This is an optimization exercise on Yosys and OpenROAD, whose aim is small area, a short achievable clock period and few clock cycles, not a production implementation.
Function was checked by simulation only, so behaviour that the tests miss may differ from the original.

==> flow/design.v <==
typedef enum logic [2:0] {
	S_IDLE,
	S_ENABLE_UART_RX,
	S_WAIT_UART_RX,
	S_M1,
	S_M2
} top_state_type;
typedef enum logic [1:0] {
	S_RXC_IDLE,
	S_RXC_SYNC,
	S_RXC_ASSEMBLE_DATA,
	S_RXC_STOP_BIT
} RX_Controller_state_type;
typedef enum logic [2:0] {
	S_US_IDLE,
	S_US_STRIP_FILE_HEADER_1,
	S_US_STRIP_FILE_HEADER_2,
	S_US_START_FIRST_BYTE_RECEIVE,
	S_US_WRITE_FIRST_BYTE,
	S_US_START_SECOND_BYTE_RECEIVE,
	S_US_WRITE_SECOND_BYTE
} UART_SRAM_state_type;
typedef enum logic [3:0] {
	S_VS_WAIT_NEW_PIXEL_ROW,
	S_VS_NEW_PIXEL_ROW_DELAY_1,
	S_VS_NEW_PIXEL_ROW_DELAY_2,
	S_VS_NEW_PIXEL_ROW_DELAY_3,
	S_VS_NEW_PIXEL_ROW_DELAY_4,
	S_VS_NEW_PIXEL_ROW_DELAY_5,
	S_VS_FETCH_PIXEL_DATA_0,
	S_VS_FETCH_PIXEL_DATA_1,
	S_VS_FETCH_PIXEL_DATA_2,
	S_VS_FETCH_PIXEL_DATA_3
} VGA_SRAM_state_type;
typedef enum logic [5:0] {
	STATE_IDLE,
	STATE_00,
	STATE_01,
	STATE_02,
	STATE_03,
	STATE_04,
	STATE_05,
	STATE_06,
	STATE_07,
	STATE_08,
	STATE_09,
	STATE_10,
	STATE_11,
	STATE_12,
	STATE_13,
	STATE_14,
	STATE_15,
	STATE_16,
	STATE_17,
	STATE_18,
	STATE_19,
	STATE_20,
	STATE_21,
	STATE_22
} M1_STATE_type;
typedef enum logic [5:0] {
	STATE_2_IDLE,
	S_INIT_00,
	S_INIT_01,
	S_INIT_02,
	S_FETCH_S,
	S_COMPUTE_T,
	S_COMMON_1,
	S_COMMON_2,
	S_COMPUTE_S,
	S_WRITE_S,
	S_PRE_IDLE,
	STATE_PRE_IDLE
} M2_STATE_type;
`timescale 1ns/100ps
`default_nettype none
module fundamental_milestone (
		input logic Clock_50,
		input logic Resetn,
		input logic m1_enable,
		input logic [15:0] SRAM_read_data,
		output logic [15:0] SRAM_write_data,
		output logic SRAM_we_n,
		output logic [17:0] SRAM_address,
		output logic m1_disable
		);
parameter OFFSET_U = 18'd38400,
		  OFFSET_V = 18'd57600,
		  OFFSET_RGB = 18'd146944;
logic [17:0] counter_uv;
logic [17:0] counter_y;
logic [17:0] counter_rgb; 
logic [9:0] counter_pixel;
logic [9:0] counter_row;
logic signed [31:0] operator_0a, operator_0b, operator_1a, operator_1b, operator_2a, operator_2b;
logic signed [63:0] product_generator0, product_generator1, product_generator2;
logic signed [31:0] interpolating_sum_compiler;
logic signed [31:0] convertable_red_even_sum_compiler, convertable_green_even_sum_compiler, convertable_blue_even_sum_compiler;
logic signed [31:0] convertable_red_odd_sum_compiler, convertable_green_odd_sum_compiler, convertable_blue_odd_sum_compiler;
M1_STATE_type M1_STATE;
logic [15:0] YVAL_sram_data[1:0];
logic [15:0] UVAL_sram_data[3:0];
logic [15:0] VVAL_sram_data[3:0];
logic [39:0] Uprimez;  
logic [39:0] Vprimez;  
logic [63:0] RGB_even_terms[4:0];
logic [7:0] RGB_even_data[2:0];
logic [63:0] RGB_odd_terms[4:0];
logic [7:0] RGB_odd_data[2:0];
always_ff @ (posedge Clock_50 or negedge Resetn) begin
    if (Resetn == 1'b0) begin
        M1_STATE <= STATE_IDLE;
		counter_uv <= 18'd0;
		counter_y <= 18'd0;
		counter_rgb <= 18'd0;
		counter_pixel <= 10'd0;
		counter_row <= 10'd0;
		SRAM_address <= 18'd0;
		SRAM_we_n <= 1'b1;
		SRAM_write_data <= 16'd0;
		m1_disable <= 1'b0;
		YVAL_sram_data[1] <= 16'd0;
		YVAL_sram_data[0] <= 16'd0;	
		UVAL_sram_data[3] <= 16'd0;
		UVAL_sram_data[2] <= 16'd0;
		UVAL_sram_data[1] <= 16'd0;
		UVAL_sram_data[0] <= 16'd0;
		VVAL_sram_data[3] <= 16'd0;
		VVAL_sram_data[2] <= 16'd0;
		VVAL_sram_data[1] <= 16'd0;
		VVAL_sram_data[0] <= 16'd0;
		Uprimez <= 40'd0;
		Vprimez <= 40'd0;
		RGB_even_terms[4] <= 64'd0;
		RGB_even_terms[3] <= 64'd0;
		RGB_even_terms[2] <= 64'd0;
		RGB_even_terms[1] <= 64'd0;
		RGB_even_terms[0] <= 64'd0;
		RGB_odd_terms[4] <= 64'd0;
		RGB_odd_terms[3] <= 64'd0;
		RGB_odd_terms[2] <= 64'd0;
		RGB_odd_terms[1] <= 64'd0;
		RGB_odd_terms[0] <= 64'd0;
    end else begin
        case (M1_STATE)
			STATE_IDLE: begin
			counter_uv <= 18'd0;
			counter_y <= 18'd0;
			counter_rgb <= 18'd0;
			counter_pixel <= 10'd0;
			counter_row <= 10'd0;
			SRAM_address <= 18'd0;
			SRAM_we_n <= 1'b1;
			SRAM_write_data <= 16'd0;
			m1_disable <= 1'b0;
			YVAL_sram_data[1] <= 16'd0;
			YVAL_sram_data[0] <= 16'd0;	
			UVAL_sram_data[3] <= 16'd0;
			UVAL_sram_data[2] <= 16'd0;
			UVAL_sram_data[1] <= 16'd0;
			UVAL_sram_data[0] <= 16'd0;
			VVAL_sram_data[3] <= 16'd0;
			VVAL_sram_data[2] <= 16'd0;
			VVAL_sram_data[1] <= 16'd0;
			VVAL_sram_data[0] <= 16'd0;
			Uprimez <= 40'd0;
			Vprimez <= 40'd0;
			RGB_even_terms[4] <= 64'd0;
			RGB_even_terms[3] <= 64'd0;
			RGB_even_terms[2] <= 64'd0;
			RGB_even_terms[1] <= 64'd0;
			RGB_even_terms[0] <= 64'd0;
			RGB_odd_terms[4] <= 64'd0;
			RGB_odd_terms[3] <= 64'd0;
			RGB_odd_terms[2] <= 64'd0;
			RGB_odd_terms[1] <= 64'd0;
			RGB_odd_terms[0] <= 64'd0;
               if (m1_enable == 1'b1) begin
					M1_STATE  <= STATE_00;
					m1_disable <= 1'b0;
					counter_row <= 10'd0;
				end  
			end
            STATE_00: begin
				SRAM_we_n <= 1'b1;  
                SRAM_address <= OFFSET_U + counter_uv;  
				counter_pixel <= 10'd0;
                M1_STATE <= STATE_01; 
            end
            STATE_01: begin
                SRAM_address <= OFFSET_U + counter_uv +  18'd1 ;  
				M1_STATE <= STATE_02; 
            end
            STATE_02: begin
                SRAM_address <= OFFSET_V + counter_uv;  
				counter_uv <= counter_uv + 18'd1;  
				M1_STATE <= STATE_03; 
            end
            STATE_03: begin
                SRAM_address <= OFFSET_V + counter_uv;  
				counter_uv <= counter_uv + 18'd1;  
				UVAL_sram_data[3] <= {SRAM_read_data[15:8], SRAM_read_data[15:8]};  
				UVAL_sram_data[2] <= SRAM_read_data;  
				Uprimez[39:32] <= SRAM_read_data[15:8];  
				M1_STATE <= STATE_04;
            end
            STATE_04: begin
                SRAM_address <= counter_y;  
				counter_y <= counter_y + 18'd1;  
				UVAL_sram_data[1] <= SRAM_read_data;  
				Uprimez[31:0] <= interpolating_sum_compiler >>> 8; 
				M1_STATE <= STATE_05;
            end
            STATE_05: begin
                SRAM_address <= OFFSET_U + counter_uv;  
				VVAL_sram_data[3] <= {SRAM_read_data[15:8], SRAM_read_data[15:8]};  
				VVAL_sram_data[2] <= SRAM_read_data;  
				Vprimez[39:32] <= SRAM_read_data[15:8];  
				M1_STATE <= STATE_06;
            end
            STATE_06: begin
                SRAM_address <= OFFSET_V + counter_uv;  
				counter_uv <= counter_uv + 18'd1;  
				VVAL_sram_data[1] <= SRAM_read_data;  
				Vprimez[31:0] <= interpolating_sum_compiler >>> 8; 
				M1_STATE <= STATE_07;
            end
            STATE_07: begin
				YVAL_sram_data[0] <= SRAM_read_data;  
				RGB_even_terms[0] <= product_generator0;
				RGB_even_terms[1] <= product_generator1;
				RGB_even_terms[2] <= product_generator2;				
				M1_STATE <= STATE_08;
            end
            STATE_08: begin
                SRAM_address <= counter_y;  
				counter_y <= counter_y + 18'd1;  
				UVAL_sram_data[0] <= SRAM_read_data;  
				RGB_even_terms[3] <= product_generator0;
				RGB_even_terms[4] <= product_generator1;
				M1_STATE <= STATE_09;
            end
            STATE_09: begin
				VVAL_sram_data[0] <= SRAM_read_data;  
				RGB_odd_terms[0] <= product_generator0;
				RGB_odd_terms[1] <= product_generator1;
				RGB_odd_terms[2] <= product_generator2;	
				M1_STATE <= STATE_10;
            end
            STATE_10: begin
				RGB_odd_terms[3] <= product_generator0;
				RGB_odd_terms[4] <= product_generator1;
				M1_STATE <= STATE_11;
            end
            STATE_11: begin  
				YVAL_sram_data[1] <= YVAL_sram_data[0];  
				YVAL_sram_data[0] <= SRAM_read_data;  
				SRAM_we_n <= 1'b0;  
                SRAM_address <= OFFSET_RGB + counter_rgb;  
				counter_rgb <= counter_rgb + 18'd1;  
				SRAM_write_data <= {RGB_even_data[0],RGB_even_data[1]};	
				counter_pixel <= counter_pixel+ 10'd1;  
				Uprimez <= {UVAL_sram_data[2][7:0], (interpolating_sum_compiler >>> 8)};  
				M1_STATE <= STATE_12;
            end
            STATE_12: begin
                SRAM_address <= OFFSET_RGB + counter_rgb;  
				counter_rgb <= counter_rgb + 18'd1;  
				SRAM_write_data <= {RGB_even_data[2],RGB_odd_data[0]};						
				Vprimez <= {VVAL_sram_data[2][7:0], (interpolating_sum_compiler >>> 8)};  
				M1_STATE <= STATE_13;
            end
            STATE_13: begin
                SRAM_address <= OFFSET_RGB + counter_rgb;  
				counter_rgb <= counter_rgb + 18'd1;  
				SRAM_write_data <= {RGB_odd_data[1],RGB_odd_data[2]};	
				counter_pixel <= counter_pixel+ 10'd1;	 
				RGB_even_terms[0] <= product_generator0;
				RGB_even_terms[1] <= product_generator1;
				RGB_even_terms[2] <= product_generator2;					
				M1_STATE <= STATE_14;
            end
            STATE_14: begin
				SRAM_we_n <= 1'b1;  
				SRAM_address <= counter_y;  
				if ( counter_pixel < 10'd316) counter_y <= counter_y + 18'd1;  
				RGB_even_terms[3] <= product_generator0;
				RGB_even_terms[4] <= product_generator1;
				M1_STATE <= STATE_15;
            end
            STATE_15: begin
                SRAM_address <= OFFSET_U + counter_uv;  
				RGB_odd_terms[0] <= product_generator0;
				RGB_odd_terms[1] <= product_generator1;
				RGB_odd_terms[2] <= product_generator2;		
				M1_STATE <= STATE_16;
            end
            STATE_16: begin
                SRAM_address <= OFFSET_V + counter_uv;  
				if(counter_pixel < 10'd308) counter_uv <= counter_uv + 18'd1;  
				RGB_odd_terms[3] <= product_generator0;
				RGB_odd_terms[4] <= product_generator1;
				M1_STATE <= STATE_17;
            end
            STATE_17: begin
				if (counter_pixel >= 10'd318) begin
					YVAL_sram_data[1] <= YVAL_sram_data[0];  
				end
				else begin
					YVAL_sram_data[1] <= YVAL_sram_data[0];  
					YVAL_sram_data[0] <= SRAM_read_data;  
				end
				SRAM_we_n <= 1'b0;  
                SRAM_address <= OFFSET_RGB + counter_rgb;  
				counter_rgb <= counter_rgb + 18'd1;  
				SRAM_write_data <= {RGB_even_data[0],RGB_even_data[1]};
				counter_pixel <= counter_pixel+ 10'd1;
				Uprimez <= {UVAL_sram_data[1][15:8], (interpolating_sum_compiler >>> 8)};  
				M1_STATE <= STATE_18;
			end
            STATE_18: begin
				if (counter_pixel >= 10'd308) begin
					UVAL_sram_data[3] <= UVAL_sram_data[2];  
					UVAL_sram_data[2] <= UVAL_sram_data[1];
					UVAL_sram_data[1] <= UVAL_sram_data[0];
					UVAL_sram_data[0] <= {UVAL_sram_data[0][7:0],UVAL_sram_data[0][7:0]};					
				end else begin 
					UVAL_sram_data[3] <= UVAL_sram_data[2];  
					UVAL_sram_data[2] <= UVAL_sram_data[1];
					UVAL_sram_data[1] <= UVAL_sram_data[0];
					UVAL_sram_data[0] <= SRAM_read_data;  
				end 
                SRAM_address <= OFFSET_RGB + counter_rgb;  
				counter_rgb <= counter_rgb + 18'd1;  
				SRAM_write_data <= {RGB_even_data[2],RGB_odd_data[0]};
				Vprimez <= {VVAL_sram_data[1][15:8], (interpolating_sum_compiler >>> 8)};  
				M1_STATE <= STATE_19;
            end
            STATE_19: begin
				if (counter_pixel >= 10'd308) begin
					VVAL_sram_data[3] <= VVAL_sram_data[2];  
					VVAL_sram_data[2] <= VVAL_sram_data[1];
					VVAL_sram_data[1] <= VVAL_sram_data[0];
					VVAL_sram_data[0] <= {VVAL_sram_data[0][7:0],VVAL_sram_data[0][7:0]};	
				end else begin 
					VVAL_sram_data[3] <= VVAL_sram_data[2];
					VVAL_sram_data[2] <= VVAL_sram_data[1];
					VVAL_sram_data[1] <= VVAL_sram_data[0];
					VVAL_sram_data[0] <= SRAM_read_data;  
				end 
                SRAM_address <= OFFSET_RGB + counter_rgb;  
				counter_rgb <= counter_rgb + 18'd1;  
				SRAM_write_data <= {RGB_odd_data[1],RGB_odd_data[2]};
				counter_pixel <= counter_pixel+ 10'd1;
				RGB_even_terms[0] <= product_generator0;
				RGB_even_terms[1] <= product_generator1;
				RGB_even_terms[2] <= product_generator2;
				M1_STATE <= STATE_20;
            end
			STATE_20: begin
				SRAM_we_n <= 1'b1;  
				SRAM_address <= counter_y;  
				if ( counter_pixel < 10'd318) counter_y <= counter_y + 18'd1;  
				RGB_even_terms[3] <= product_generator0;
				RGB_even_terms[4] <= product_generator1;
				M1_STATE <= STATE_21;
            end
            STATE_21: begin
				RGB_odd_terms[0] <= product_generator0;
				RGB_odd_terms[1] <= product_generator1;
				RGB_odd_terms[2] <= product_generator2;		
				M1_STATE <= STATE_22;
            end
            STATE_22: begin
				RGB_odd_terms[3] <= product_generator0;
				RGB_odd_terms[4] <= product_generator1;
				if(counter_pixel == 10'd320) begin
					if(counter_row == 10'd239)  begin
						m1_disable <= 1'b1;
						M1_STATE <= STATE_IDLE;					
					end
					else begin
						M1_STATE <= STATE_00;
						counter_row <=  counter_row + 10'd1;
					end
				end 
				else M1_STATE <= STATE_11;  
			end
			default: M1_STATE <= STATE_IDLE;
			endcase
		end
	end
always_comb begin
	if	(M1_STATE == STATE_14 || M1_STATE == STATE_20 || M1_STATE == STATE_16 || M1_STATE == STATE_22) begin  
		operator_0a = 32'd104595;
		operator_1a = 32'd53281;
		operator_2a = 32'd0;  
		operator_2b = 32'd0;	
		if(M1_STATE == STATE_14 || M1_STATE == STATE_20) begin  
			operator_0b = {24'd0,Vprimez[39:32]} - 32'd128;  
			operator_1b = {24'd0,Vprimez[39:32]} - 32'd128;  
		end else begin		
			operator_0b = Vprimez[31:0] - 32'd128;  
			operator_1b = Vprimez[31:0] - 32'd128;  
		end
	end else begin	
		if (M1_STATE == STATE_13 || M1_STATE == STATE_19 || M1_STATE == STATE_15 || M1_STATE == STATE_21) begin  
			operator_0a = 32'd76284;
			operator_1a = 32'd25624;
			operator_2a = 32'd132251;	
			if(M1_STATE == STATE_13 || M1_STATE == STATE_19) begin  
				operator_0b =  {24'd0,YVAL_sram_data[0][15:8]} - 32'd16  ;  
				operator_1b =  {24'd0,Uprimez[39:32]} - 32'd128;  
				operator_2b =  {24'd0,Uprimez[39:32]} - 32'd128;  
			end else begin  
				operator_0b =  {24'd0,YVAL_sram_data[0][7:0]} - 32'd16  ;  
				operator_1b =  Uprimez[31:0] - 32'd128;  
				operator_2b =  Uprimez[31:0] - 32'd128;  
			end
		end 
		else begin
			if (M1_STATE == STATE_11 || M1_STATE == STATE_17 || M1_STATE == STATE_12 || M1_STATE == STATE_18) begin  
				operator_0a = 32'd21;
				operator_1a = 32'd52;
				operator_2a = 32'd159;
				if(M1_STATE == STATE_11 || M1_STATE == STATE_17) begin  
				operator_0b = M1_STATE == STATE_11 ? {24'd0,UVAL_sram_data[3][7:0]}  + {24'd0,UVAL_sram_data[0][15:8]} : {24'd0,UVAL_sram_data[2][15:8]} + {24'd0,UVAL_sram_data[0][7:0]};
				operator_1b = M1_STATE == STATE_11 ? {24'd0,UVAL_sram_data[2][15:8]} + {24'd0,UVAL_sram_data[1][7:0]}  : {24'd0,UVAL_sram_data[2][7:0]}  + {24'd0,UVAL_sram_data[0][15:8]};
				operator_2b = M1_STATE == STATE_11 ? {24'd0,UVAL_sram_data[2][7:0]}  + {24'd0,UVAL_sram_data[1][15:8]} : {24'd0,UVAL_sram_data[1][15:8]} + {24'd0,UVAL_sram_data[1][7:0]};
				end else begin  
				operator_0b = M1_STATE == STATE_12 ? {24'd0,VVAL_sram_data[3][7:0]}  + {24'd0,VVAL_sram_data[0][15:8]} : {24'd0,VVAL_sram_data[2][15:8]} + {24'd0,VVAL_sram_data[0][7:0]};
				operator_1b = M1_STATE == STATE_12 ? {24'd0,VVAL_sram_data[2][15:8]} + {24'd0,VVAL_sram_data[1][7:0]}  : {24'd0,VVAL_sram_data[2][7:0]}  + {24'd0,VVAL_sram_data[0][15:8]};
				operator_2b = M1_STATE == STATE_12 ? {24'd0,VVAL_sram_data[2][7:0]}  + {24'd0,VVAL_sram_data[1][15:8]} : {24'd0,VVAL_sram_data[1][15:8]} + {24'd0,VVAL_sram_data[1][7:0]};		
				end
			end
			else begin
				if(M1_STATE == STATE_10) begin  
					operator_0a = Vprimez[31:0] - 32'd128;  
					operator_0b = 32'd104595;
					operator_1a = Vprimez[31:0] - 32'd128;  
					operator_1b = 32'd53281;
					operator_2a = 32'd0;  
					operator_2b = 32'd0;			
				end else begin
					if(M1_STATE == STATE_09) begin  
						operator_0a = {24'd0,YVAL_sram_data[0][7:0]} - 32'd16;  
						operator_0b = 32'd76284;
						operator_1a = Uprimez[31:0] - 32'd128;  
						operator_1b = 32'd25624;
						operator_2a = Uprimez[31:0] - 32'd128;  
						operator_2b = 32'd132251;	
					end
					else begin
						if (M1_STATE == STATE_08) begin  
							operator_0a = {24'd0,Vprimez[39:32]} - 32'd128;  
							operator_0b = 32'd104595;
							operator_1a = {24'd0,Vprimez[39:32]} - 32'd128;  
							operator_1b = 32'd53281;
							operator_2a = 32'd0;  
							operator_2b = 32'd0;
						end
						else begin
							if (M1_STATE == STATE_07) begin  
								operator_0a = {24'd0,SRAM_read_data[15:8]} - 32'd16;  
								operator_0b = 32'd76284;
								operator_1a = {24'd0,Uprimez[39:32]} - 32'd128;  
								operator_1b = 32'd25624;
								operator_2a = {24'd0,Uprimez[39:32]} - 32'd128;  
								operator_2b = 32'd132251;
							end
							else begin 
								if (M1_STATE == STATE_06) begin  
									operator_0a = 32'd21;
									operator_1a = 32'd52;
									operator_2a = 32'd159;
									operator_0b = {24'd0,SRAM_read_data[7:0]} + {24'd0,VVAL_sram_data[3][7:0]};
									operator_1b = {24'd0,SRAM_read_data[15:8]} + {24'd0,VVAL_sram_data[3][7:0]};
									operator_2b = {24'd0,VVAL_sram_data[3][7:0]} + {24'd0,VVAL_sram_data[2][7:0]};		
								end else begin
									if (M1_STATE == STATE_04) begin  
										operator_0a = 32'd21;
										operator_1a = 32'd52;
										operator_2a = 32'd159;
										operator_0b = {24'd0,SRAM_read_data[7:0]} + {24'd0,UVAL_sram_data[3][7:0]};
										operator_1b = {24'd0,SRAM_read_data[15:8]} + {24'd0,UVAL_sram_data[3][7:0]};
										operator_2b = {24'd0,UVAL_sram_data[3][7:0]} + {24'd0,UVAL_sram_data[2][7:0]};
									end
									else begin
										operator_0a = 32'd0;
										operator_1a = 32'd0;
										operator_2a = 32'd0;
										operator_0b = 32'd0;
										operator_1b = 32'd0;
										operator_2b = 32'd0;						
									end
								end
							end
						end
					end	
				end
			end
		end
	end
end
assign product_generator0 = operator_0a * operator_0b;
assign product_generator1 = operator_1a * operator_1b;
assign product_generator2 = operator_2a * operator_2b;
assign interpolating_sum_compiler = 32'd128 + product_generator0[31:0] - product_generator1[31:0] + product_generator2[31:0];
assign convertable_red_even_sum_compiler = RGB_even_terms[0] + RGB_even_terms[3];  
assign convertable_green_even_sum_compiler = RGB_even_terms[0] - RGB_even_terms[1] - RGB_even_terms[4];  
assign convertable_blue_even_sum_compiler = RGB_even_terms[0] + RGB_even_terms[2];  
assign convertable_red_odd_sum_compiler = RGB_odd_terms[0] + RGB_odd_terms[3];
assign convertable_green_odd_sum_compiler = RGB_odd_terms[0] - RGB_odd_terms[1] - RGB_odd_terms[4];
assign convertable_blue_odd_sum_compiler = RGB_odd_terms[0] + RGB_odd_terms[2];
assign RGB_even_data[0] = convertable_red_even_sum_compiler[31] == 1'b1 ? 8'd0 : |convertable_red_even_sum_compiler[30:24] ? 8'd255 : convertable_red_even_sum_compiler[23:16];  
assign RGB_even_data[1] = convertable_green_even_sum_compiler[31] == 1'b1 ? 8'd0 : |convertable_green_even_sum_compiler[30:24] ? 8'd255 : convertable_green_even_sum_compiler[23:16];  
assign RGB_even_data[2] = convertable_blue_even_sum_compiler[31] == 1'b1 ? 8'd0 : |convertable_blue_even_sum_compiler[30:24] ? 8'd255 : convertable_blue_even_sum_compiler[23:16];  
assign RGB_odd_data[0] = convertable_red_odd_sum_compiler[31] == 1'b1 ? 8'd0 : |convertable_red_odd_sum_compiler[30:24] ? 8'd255 : convertable_red_odd_sum_compiler[23:16];  
assign RGB_odd_data[1] = convertable_green_odd_sum_compiler[31] == 1'b1 ? 8'd0 : |convertable_green_odd_sum_compiler[30:24] ? 8'd255 : convertable_green_odd_sum_compiler[23:16];  
assign RGB_odd_data[2] = convertable_blue_odd_sum_compiler[31] == 1'b1 ? 8'd0 : |convertable_blue_odd_sum_compiler[30:24] ? 8'd255 : convertable_blue_odd_sum_compiler[23:16];  
endmodule
==> flow/run.sh <==
#!/bin/bash
# synth_recipe.tcl (not shown) runs the flow's synth.tcl, then flattens the netlist and writes it again
# the make line also repeats each setting of config.mk as NAME=value (left out here)
make -C /OpenROAD-flow-scripts/flow DESIGN_CONFIG=/design/flow/config.mk WORK_HOME=/design/flow/orfs CLKGATE_MAP_FILE= SYNTH_SCRIPT=/design/flow/synth_recipe.tcl finish
==> flow/config.mk <==
export PLATFORM = sky130hd
export DESIGN_NAME = fundamental_milestone
export DESIGN_NICKNAME = fundamental_milestone
export VERILOG_FILES = /design/flow/design.v
export SDC_FILE = /design/flow/constraint.sdc
export NUM_CORES = 4
export LEC_CHECK = 0
export CAP_MARGIN = 20
export CORE_MARGIN = 2
export CORE_UTILIZATION = 40
export PLACE_DENSITY = 0.6
export SLEW_MARGIN = 20
==> flow/constraint.sdc <==
create_clock -name core_clock -period 16.0 [get_ports {Clock_50}]
set_input_delay 3.2000 -clock core_clock [delete_from_list [all_inputs] [get_ports {Clock_50}]]
set_output_delay 3.2000 -clock core_clock [all_outputs]
set_load 0.01 [all_outputs]
==> results_dict.tcl <==
set metrics [dict create \
    fp.dieH_um 473.3 \
    drive_above_1_share_pct 6.286 \
    antenna_found_initial 11 \
    hold_viol 0 \
    fmax_mhz 67.03 \
    synth_async_sr_flop_share_pct 100.0 \
    crit_fanout 8 \
    period_share_pct 93.24 \
    start_kind "input port" \
    clk_pin_slew_worst_paths_ns 0.06 \
    clock_skew_ns 0.05316 \
    ios 55 \
    row_count 172 \
    postCtsSetupBuffers 0 \
    cp_common_cell "fa_1" \
    ys_types 124 \
    routed_wl_um 315000 \
    drtIter0Drc 7631 \
    area_growth_pct 10.50 \
    reg2reg_slack_ns 2.02 \
    coreArea_mm2 0.2193 \
    outcome "finished clean" \
    ant_nets 0 \
    cts_root_buf "clkbuf_16" \
    vias 72060 \
    htree_levels 3 \
    ys_top_cells_by_area "fa_1 30%, dfrtp_1 18%, ha_1 12%" \
    cpMaxStageDelayCell "clkdlybuf4s50_1" \
    drcViolationCount 0 \
    grt_pass1_vias 74240 \
    rsz0062_at_grt "no" \
    cts_tree "done" \
    yosys_most_used_dff "dfrtp_1" \
    cp-end-kind "flop" \
    finalSetupViolCount 0 \
    grt_pass1_wl_um 472800 \
    worstSetupPathType "in -> reg" \
    synth_top_area_share_pct 30.20 \
    grt_use_total_pct 28.25 \
    yosysSeqAreaShare_pct 17.81 \
    slew_headroom_pct 15.66 \
    n_fill_cell 21330 \
    slowest_delay_ns 0.67 \
    avgSynthCellArea_um2 9.129 \
    grt_max_degree 176 \
    numPortBuffers 54 \
    worstPathRequired_ns 16.58 \
    hold_slack_ns 0.4945 \
    ys_warn_count 8 \
    syn_area_mm2 0.08809 \
    overflow 0 \
    place_hpwl_um 252200 \
    critPathArrivalTime_ns 15.50 \
    yosys.area.top_type "fa_1" \
    holdCritPathClass "reg -> reg" \
    die_area_mm2 0.2240 \
    maxCapViolations 0 \
    yosys-top-cells-count "1,904 x inv_1, 1,329 x fa_1, 839 x ha_1" \
    numCtsBuffers 75 \
    clk_path_buf_depth 3 \
    die_w_um 473.3 \
    cts.repair.resized 0 \
    setup-tns-final_ns 0 \
    wl_per_cell_um 24.19 \
    synth_cells 9650 \
    gp_congestion 1.004 \
    slew_violations 0 \
    drt_pass1_iterations 7 \
    ys_ff_latch 627 \
    fin_crit_ns 14.92 \
    synth-edff-count 0 \
    synth.most_common_cell "inv_1" \
    cts.sinks 627 \
    cts_hold_buf 0 \
    worst_slew_pin_slew_ns 1.249 \
    initial_core_util_pct 40.17 \
    viasPerCell 5.533 \
    clock_latency_ns 0.73 \
    nNetsFinal 12280 \
]
-- cell type report --
type	instances	area [µm²]	area share, %
Clock buffer	111	2172	2.231
Inverter	1912	7177	7.372
Tap cell	2871	3592	3.690
Clock inverter	24	337.8	0.3470
Timing Repair Buffer	363	2932	3.011
Multi-Input combinational cell	7113	65440	67.22
Antenna cell	3	7.507	0.007712
Sequential cell	627	15690	16.12
-- cell families after synthesis --
family                   share of synthesized area [%]
other                                         0.008525
multiplexers                                    0.3622
XOR/XNOR                                         4.349
AO/OA/AOI/OAI                                    13.05
flip-flops                                       17.81
buffers and inverters                            9.847
AND/OR/NAND/NOR                                  12.44
adder cells (fa/ha/maj)                          42.13
-- registers in the layout, indices dropped and copies added (netlist names) --
name / cells
counter_y: 18
RGB_even_terms: 160
SRAM_we_n: 1
m1_disable: 1
Uprimez: 32
SRAM_write_data: 16
RGB_odd_terms: 160
counter_rgb: 18
counter_pixel: 10
counter_uv: 18
Vprimez: 32
SRAM_address: 18
VVAL_sram_data: 56
M1_STATE: 5
counter_row: 10
YVAL_sram_data: 16
UVAL_sram_data: 56
-- worst max-delay path, delay by kind of cell --
| kind | cells | cell delay, ns |
|---|---|---|
| compound gates | 20 | 3.07 |
| buf+inv | 9 | 1.33 |
| simple gates | 9 | 2.01 |
| xor+xnor | 2 | 0.57 |
| fa+ha+maj | 14 | 5.31 |
-- through the flow --
stage | std cells | cell area [µm²] | worst slack, ns | util [%]
floorplan | 10030 | 89520 | 1.903 | -
global placement | 12890 | 94770 | 0.3795 | 43.22
detailed placement | 12890 | 94820 | 0.4459 | 43.24
CTS | 13020 | 97330 | 1.185 | 44.38
global route | 13020 | 97340 | 0.3897 | 44.39
finish | 13020 | 97350 | 1.081 | 44.39
-- metal layers --
layer  global-route usage (%)  part of all wire, %
met1                    39.33                   43
met2                    42.78                   43
met3                    6.755                   10
met4                    10.04                  4.3
met5                        0                0.017
-- placed cells by master (no fill, tap or decap), types with 155 or more instances in the layout --
master	count
a21oi_1	364
buf_4	303
conb_1	383
dfrtp_1	625
fa_1	1329
ha_1	839
inv_1	1904
nand2_1	510
nand3_1	441
nor2_1	757
o21ai_0	605
xnor2_1	261
xor2_1	155
-- worst paths after layout --
check,startpoint,endpoint,cells past startpoint
worst max-delay path,SRAM_read_data[0],Vprimez[30]$_DFFE_PN0P_,54
worst min-delay path,RGB_even_terms[1][30]$_DFFE_PN0P_,RGB_even_terms[1][30]$_DFFE_PN0P_,2
worst max register to register,M1_STATE[1]$_DFFE_PN0P_,Vprimez[30]$_DFFE_PN0P_,54
worst min register to register,RGB_even_terms[1][30]$_DFFE_PN0P_,RGB_even_terms[1][30]$_DFFE_PN0P_,2
max in group asynchronous,Resetn,RGB_even_terms[2][22]$_DFFE_PN0P_,4
min in group asynchronous,Resetn,UVAL_sram_data[2][9]$_DFFE_PN0P_,1
Testbench counts, summed over its fixed seeds: cycles 1,864,336.

[what the ideal ports hide]
The results above use ideal ports. As a check the final layout listed here was re-extracted and re-timed, cells and wires unchanged. Step 1 assumes that a clkbuf_16 drives the clock port and a buf_2 every other input. Step 2 moves the port delays by t, midway between the first and last clock arrival at a register: inputs arrive t later, outputs are due t later. That takes back most of the time a late clock gives input paths. a / b / c = ideal / step 1 / step 2; a / b = the first two.
t, ns: 0.780
setup slack, ns: 1.081 / 1.131 / 0.351
latest minus earliest clock arrival (ns): 0.054 / 0.054
After both steps this run still meets setup and hold. For this run, drivers alone change the setup slack by +0.050 ns; drivers and shift together by -0.730 ns.
